This design comes from an exercise in tuning for small area and a short achievable clock period on the open sky130 flow, not from production work. Only simulation tests tie the RTL to the original design; equivalence was not proved. Power figures rest on the tool's default switching activity, not on a simulated workload.

==> xenon <==
==> flow/design.v (excerpt) <==
module rvcpu (
  input  wire          clk,
  input  wire          rst,
  input  wire [31 : 0] inst,
  output wire [63 : 0] inst_addr,
  output wire          inst_ena,
  output wire          wb_ena,
  output wire [4 : 0]  wb_addr,
  output wire [63 : 0] wb_data
);
export LEC_CHECK = 0
export CAP_MARGIN = 35
export CORE_MARGIN = 2
export CORE_UTILIZATION = 55
export CTS_CLUSTER_DIAMETER = 80
export CTS_CLUSTER_SIZE = 20
export SLEW_MARGIN = 35
export SYNTH_HIERARCHICAL = 1
create_clock -name core_clock -period 12.0 [get_ports {clk}]
standard.sh (not shown) runs the stock make flow with config.mk's settings and CLKGATE_MAP_FILE= SYNTH_SCRIPT=/design/flow/synth_recipe.tcl, a recipe that flattens the netlist after the stock synthesis.
==> flow/flow/run.sh <==
#!/bin/bash
# Layout flow: the standard flow (standard.sh: ORFS from synthesis to
# finish, with config.mk's settings) with two changes:
#  - timing repair aims at 5.5 ns of setup slack (SETUP_SLACK_MARGIN);
#  - at the end of global routing, post_grt.tcl recovers area: cells off the
#    critical paths get smaller drive strengths while the worst setup slack is
#    kept (downsize.tcl, with the load limits in caplimits.tcl).
# ORFS writes each step's log under orfs/logs; standard.sh's own output goes
# to standard.log here.
set -euo pipefail
export SETUP_SLACK_MARGIN=5.5
export POST_GLOBAL_ROUTE_TCL="$PWD/flow/post_grt.tcl"
bash standard.sh > standard.log 2>&1
Other scripts of this flow, unchanged in this note and not shown: flow/flow/caplimits.tcl, flow/flow/downsize.tcl, flow/flow/post_grt.tcl
==> inputs of onyx, as changes to xenon <==
--- a/flow/design.v
+++ b/flow/design.v
@@ -2027,22 +2027,20 @@
   endgenerate
   wire [63:0] sum, p, gn;
   wire        c63n, allp_unused;
   rv_add64 add (.a(A), .b(B), .cin(is_sub), .sum(sum), .p(p), .gn(gn),
                 .c63n(c63n), .allp(allp_unused));
   wire beq_q = en & c_branch & (f3 == 3'b000);
   wire bne_q = en & c_branch & (f3 == 3'b001);
   wire blt_q = en & c_branch & f3[2] & ~f3[0];
-  wire eq, less_br, tk, tk_n, tk2, tk2_n;
+  wire eq, less_br, tk, tk_n;
   rv_cmp64 cmp (.r1n(rs1_n), .r2n(rs2_n), .u(f3[2] & f3[1]), .eq(eq), .less(less_br));
   rv_taken tkm (.eq(eq), .less(less_br), .beq(beq_q), .bne(bne_q), .blt(blt_q),
                 .jr(en & c_jalr), .tk(tk), .tkn(tk_n));
-  rv_taken tkm2 (.eq(eq), .less(less_br), .beq(beq_q), .bne(bne_q), .blt(blt_q),
-                 .jr(en & c_jalr), .tk(tk2), .tkn(tk2_n));
   wire [5:0]  shamt = use_rs2 ? ~rs2_n[5:0] : inst[25:20];
   wire [63:0] shr;
   rv_shift sh (.dn(rs1_n), .sa(shamt), .left(is_sll), .fill(is_sra & ~rs1_n[63]), .q(shr));
   wire s_add = en & is_add;
   wire s_srx = en & is_srx;
   wire s_sll = en & is_sll;
   wire s_xo  = en & (is_xor | is_or);
   wire s_oan = ~(en & (is_or | is_and));
@@ -2067,18 +2065,18 @@
   wire [63:0] pc_inc;
   rv_pcinc pci (.pc(pc), .inc(pc_inc));
   wire [63:0] pc_y = (c_jal ? imm_j : pc_inc) & {64{en}};
   wire [63:0] pc_next;
   genvar pi;
   generate
     for (pi = 0; pi < 64; pi = pi + 1) begin : pcm
       wire xs, xy;
-      rv_nand2 m1 (.a(pi < 32 ? tk : tk2), .b(sum[pi]), .y(xs));
-      rv_nand2 m2 (.a(pi < 32 ? tk_n : tk2_n), .b(pc_y[pi]), .y(xy));
+      rv_nand2 m1 (.a(tk), .b(sum[pi]), .y(xs));
+      rv_nand2 m2 (.a(tk_n), .b(pc_y[pi]), .y(xy));
       rv_nand2 m3 (.a(xs), .b(xy), .y(pc_next[pi]));
     end
   endgenerate
   always @(posedge clk)
     pc <= pc_next;
   always @(posedge clk) begin
     wb_ena_q  <= ~rst & wr_en & (rd != 5'd0);
     wb_addr_q <= rd;
Settings changed: CAP_MARGIN 35 to 25, SLEW_MARGIN 35 to 25.
==> run summary <==
* Proportion of layout cells with a drive suffix above 1: 19.1%
- After routing the design area is between 0.1 and 0.15 sq mm.
* Fraction of met1 tracks used by global routing: 58.9%
- Cells traversed along the worst timing path: buf_16 -> clkinvlp_4 -> nand3_4 -> buf_4 -> nor2_4 -> buf_12 -> a222oi_1 -> nand4_1 -> nor3_4 -> buf_4 -> buf_4 -> buf_6 -> a21oi_4 -> buf_12 -> buf_4 -> mux2i_2 -> mux2i_1 -> buf_4 -> mux2i_1 -> mux2i_1 -> mux2i_1 -> a22oi_2 -> nand3_1
- Of all nets on the critical path, the largest fanout is 32.
- Signal inverters: 127
* Routed metal-1 wire length: between 150000 and 200000 um
- Met2 layer usage reported by global route: 66.2%
* R2r worst-path depth: 21
* Initial antenna violation count: 10
* N_diodes: 10
- After detailed routing, the average wire length per cell comes to 42.2 um.
- The critical path starts at inst[24].
* Final non-filler cell total: 10.9k
- The number of nets handed over by synthesis was roughly 7.2k.
- Run status: timing/DRC/antenna clean
- Logic pwr share: 23.2%
# the run above: xenon

==> run summary <==
- For met2 alone, demand over resource in global routing was approximately 65%.
* Proportion of layout cells with a drive suffix above 1: 20.2%
- The number of antenna violations at the first check in global routing is 7.
* N_diodes: 12
* Number of nets in the synthesized netlist: 7211
- The flow ran to the end and the layout has no timing, DRC or antenna violations.
- Final Instance Area: 0.119 sq mm
- Routed metal-1 wire length: 151000 um
- Measured in cells, the most critical reg-to-reg path has a length of 24.
- Dividing the detail-routed wire length by the instance count gives 41.4 um.
# the run above: onyx



==> v23: inputs <==
Another version of the RTL of rvcpu (not shown whole).
==> module rv_rdport, before the edit <==
module rv_rdport (
  input  wire [4:0]    a,
  input  wire [1983:0] d,      
  input  wire [31:1]   pend,   
  input  wire          wb_ena,
  input  wire [4:0]    wb_addr,
  input  wire [63:0]   wb_data,
  output wire [63:0]   qn
);
  wire [4:0]  an;
  wire [7:0]  hn;
  wire [31:0] s;
  wire [31:1] npend = ~pend;
  wire [4:0]  x;
  wire        sb, sbh, sbl;
  genvar k, i, j;
  generate
    for (k = 0; k < 5; k = k + 1) begin : lit
      rv_inv   ui (.a(a[k]), .y(an[k]));
      rv_xnor2 ux (.a(a[k]), .b(wb_addr[k]), .y(x[k]));
    end
    for (k = 0; k < 8; k = k + 1) begin : hi
      rv_nand3 u (.a(k[2] ? a[4] : an[4]), .b(k[1] ? a[3] : an[3]), .c(k[0] ? a[2] : an[2]), .y(hn[k]));
    end
    assign s[0] = 1'b0;
    for (k = 1; k < 32; k = k + 1) begin : dec
      wire ln;
      rv_nand3 ul (.a(k[1] ? a[1] : an[1]), .b(k[0] ? a[0] : an[0]), .c(npend[k]), .y(ln));
      rv_nor2  us (.a(hn[k >> 2]), .b(ln), .y(s[k]));
    end
    rv_nand3 ubh (.a(x[4]), .b(x[3]), .c(x[2]), .y(sbh));
    rv_nand3 ubl (.a(x[1]), .b(x[0]), .c(wb_ena), .y(sbl));
    rv_nor2  ubs (.a(sbh), .b(sbl), .y(sb));
    for (i = 0; i < 64; i = i + 1) begin : bt
      wire [10:0] y;
      for (j = 0; j < 10; j = j + 1) begin : grp
        rv_aoi222 u (.a1(s[3*j+1]), .a2(d[(3*j)*64 + i]),
                     .b1(s[3*j+2]), .b2(d[(3*j+1)*64 + i]),
                     .c1(s[3*j+3]), .c2(d[(3*j+2)*64 + i]), .y(y[j]));
      end
      rv_aoi22 u31 (.a1(s[31]), .a2(d[30*64 + i]), .b1(sb), .b2(wb_data[i]), .y(y[10]));
      wire h0, h1, h2;
      rv_nand4 n0 (.a(y[0]), .b(y[1]), .c(y[2]), .d(y[3]), .y(h0));
      rv_nand4 n1 (.a(y[4]), .b(y[5]), .c(y[6]), .d(y[7]), .y(h1));
      rv_nand3 n2 (.a(y[8]), .b(y[9]), .c(y[10]), .y(h2));
      rv_nor3 o (.a(h0), .b(h1), .c(h2), .y(qn[i]));
    end
  endgenerate
endmodule
export LEC_CHECK = 0
export CAP_MARGIN = 35
export CORE_MARGIN = 2
export CORE_UTILIZATION = 55
export CTS_CLUSTER_DIAMETER = 80
export CTS_CLUSTER_SIZE = 20
export SLEW_MARGIN = 35
export SYNTH_HIERARCHICAL = 1
create_clock -name core_clock -period 12.0 [get_ports {clk}]
Scripts as last shown in full above: flow/flow/run.sh
Other scripts of this flow, unchanged in this note and not shown: flow/flow/caplimits.tcl, flow/flow/downsize.tcl, flow/flow/post_grt.tcl
==> inputs of v15, as changes to v23 <==
--- a/flow/design.v
+++ b/flow/design.v
@@ -2109,6 +2109,6 @@
   wire [7:0]  hn;
-  wire [31:0] s;
+  wire [31:0] s, s2;
   wire [31:1] npend = ~pend;
   wire [4:0]  x;
-  wire        sb, sbh, sbl;
+  wire        sb, sb2, sbh, sbl;
   genvar k, i, j;
@@ -2123,2 +2123,3 @@
     assign s[0] = 1'b0;
+    assign s2[0] = 1'b0;
     for (k = 1; k < 32; k = k + 1) begin : dec
@@ -2127,2 +2128,3 @@
       rv_nor2  us (.a(hn[k >> 2]), .b(ln), .y(s[k]));
+      rv_nor2  us2 (.a(hn[k >> 2]), .b(ln), .y(s2[k]));
     end
@@ -2131,10 +2133,13 @@
     rv_nor2  ubs (.a(sbh), .b(sbl), .y(sb));
+    rv_nor2  ubs2 (.a(sbh), .b(sbl), .y(sb2));
     for (i = 0; i < 64; i = i + 1) begin : bt
       wire [10:0] y;
+      wire [31:0] ss = (i < 32) ? s : s2;
+      wire        sbb = (i < 32) ? sb : sb2;
       for (j = 0; j < 10; j = j + 1) begin : grp
-        rv_aoi222 u (.a1(s[3*j+1]), .a2(d[(3*j)*64 + i]),
-                     .b1(s[3*j+2]), .b2(d[(3*j+1)*64 + i]),
-                     .c1(s[3*j+3]), .c2(d[(3*j+2)*64 + i]), .y(y[j]));
+        rv_aoi222 u (.a1(ss[3*j+1]), .a2(d[(3*j)*64 + i]),
+                     .b1(ss[3*j+2]), .b2(d[(3*j+1)*64 + i]),
+                     .c1(ss[3*j+3]), .c2(d[(3*j+2)*64 + i]), .y(y[j]));
       end
-      rv_aoi22 u31 (.a1(s[31]), .a2(d[30*64 + i]), .b1(sb), .b2(wb_data[i]), .y(y[10]));
+      rv_aoi22 u31 (.a1(ss[31]), .a2(d[30*64 + i]), .b1(sbb), .b2(wb_data[i]), .y(y[10]));
       wire h0, h1, h2;
==> comparison table <==
item	v23	v15
Status	finished clean	finished clean
Fraction of area in registers	52.7%	51.4%
Share of total power in combinational logic	25.2%	26.1%
Count of cells along the worst hold path	4	1
Clock buffer cells	184	156
Worst hold slack	0.591 ns	0.697 ns
Core outline area	186000 sq um	186000 sq um
Transition time of the tightest slew-check pin	1.17 ns	1.03 ns
Estimated wirelength of the detail-placed design	326000 um	301000 um
Non-clock buffer area fraction after layout	7.44%	7.85%
Worst-skew pair later-pin latency	0.87 ns	0.85 ns
Launch point of the worst hold path	pc[1]	wb_data_q[5]
Sequential power	10300 uW	10200 uW
Die footprint	190000 sq um	191000 sq um
Final design area excluding fillers	119000 sq um	122000 sq um
Relative contribution of sequential cells to total power	50.7%	50.5%
Post-Route WL	532000 um	473000 um

## port drivers added, routing unchanged
In the flow no input, the clock included, has a driving cell. The finished layouts below were timed again as built, in two steps.
Step 1 assumes that a clkbuf_16 drives the clock port and a buf_2 every other input.
Step 2 times the ports against the registers' clock, not the clock port: input delays grow and output delays shrink by t, the midpoint of the rising clock arrivals with the driver on.
Three values: ideal ports, drivers, drivers and shift; two values: the first two.
| run | t, ns | slack for setup (ns) | clock arrival spread, ns | slew at the worst register clock pin (ns) | cell pins on the clock port's net |
|---|---|---|---|---|---|
| xenon | 0.938 | 5.164 / 5.165 / 4.227 | 0.024 / 0.024 | 0.09 / 0.09 | 1 |
| onyx | 0.904 | 5.273 / 5.248 / 4.344 | 0.078 / 0.078 | 0.09 / 0.09 | 1 |
| v23 | 0.936 | 4.924 / 4.985 / 4.048 | 0.068 / 0.067 | 0.10 / 0.10 | 1 |
| v15 | 0.932 | 5.167 / 5.183 / 4.250 | 0.033 / 0.033 | 0.09 / 0.09 | 1 |
After both steps every run listed still meets setup and hold. The setup slack of xenon, which loses most, moves by +0.001 ns with the drivers and by -0.937 ns with both steps.
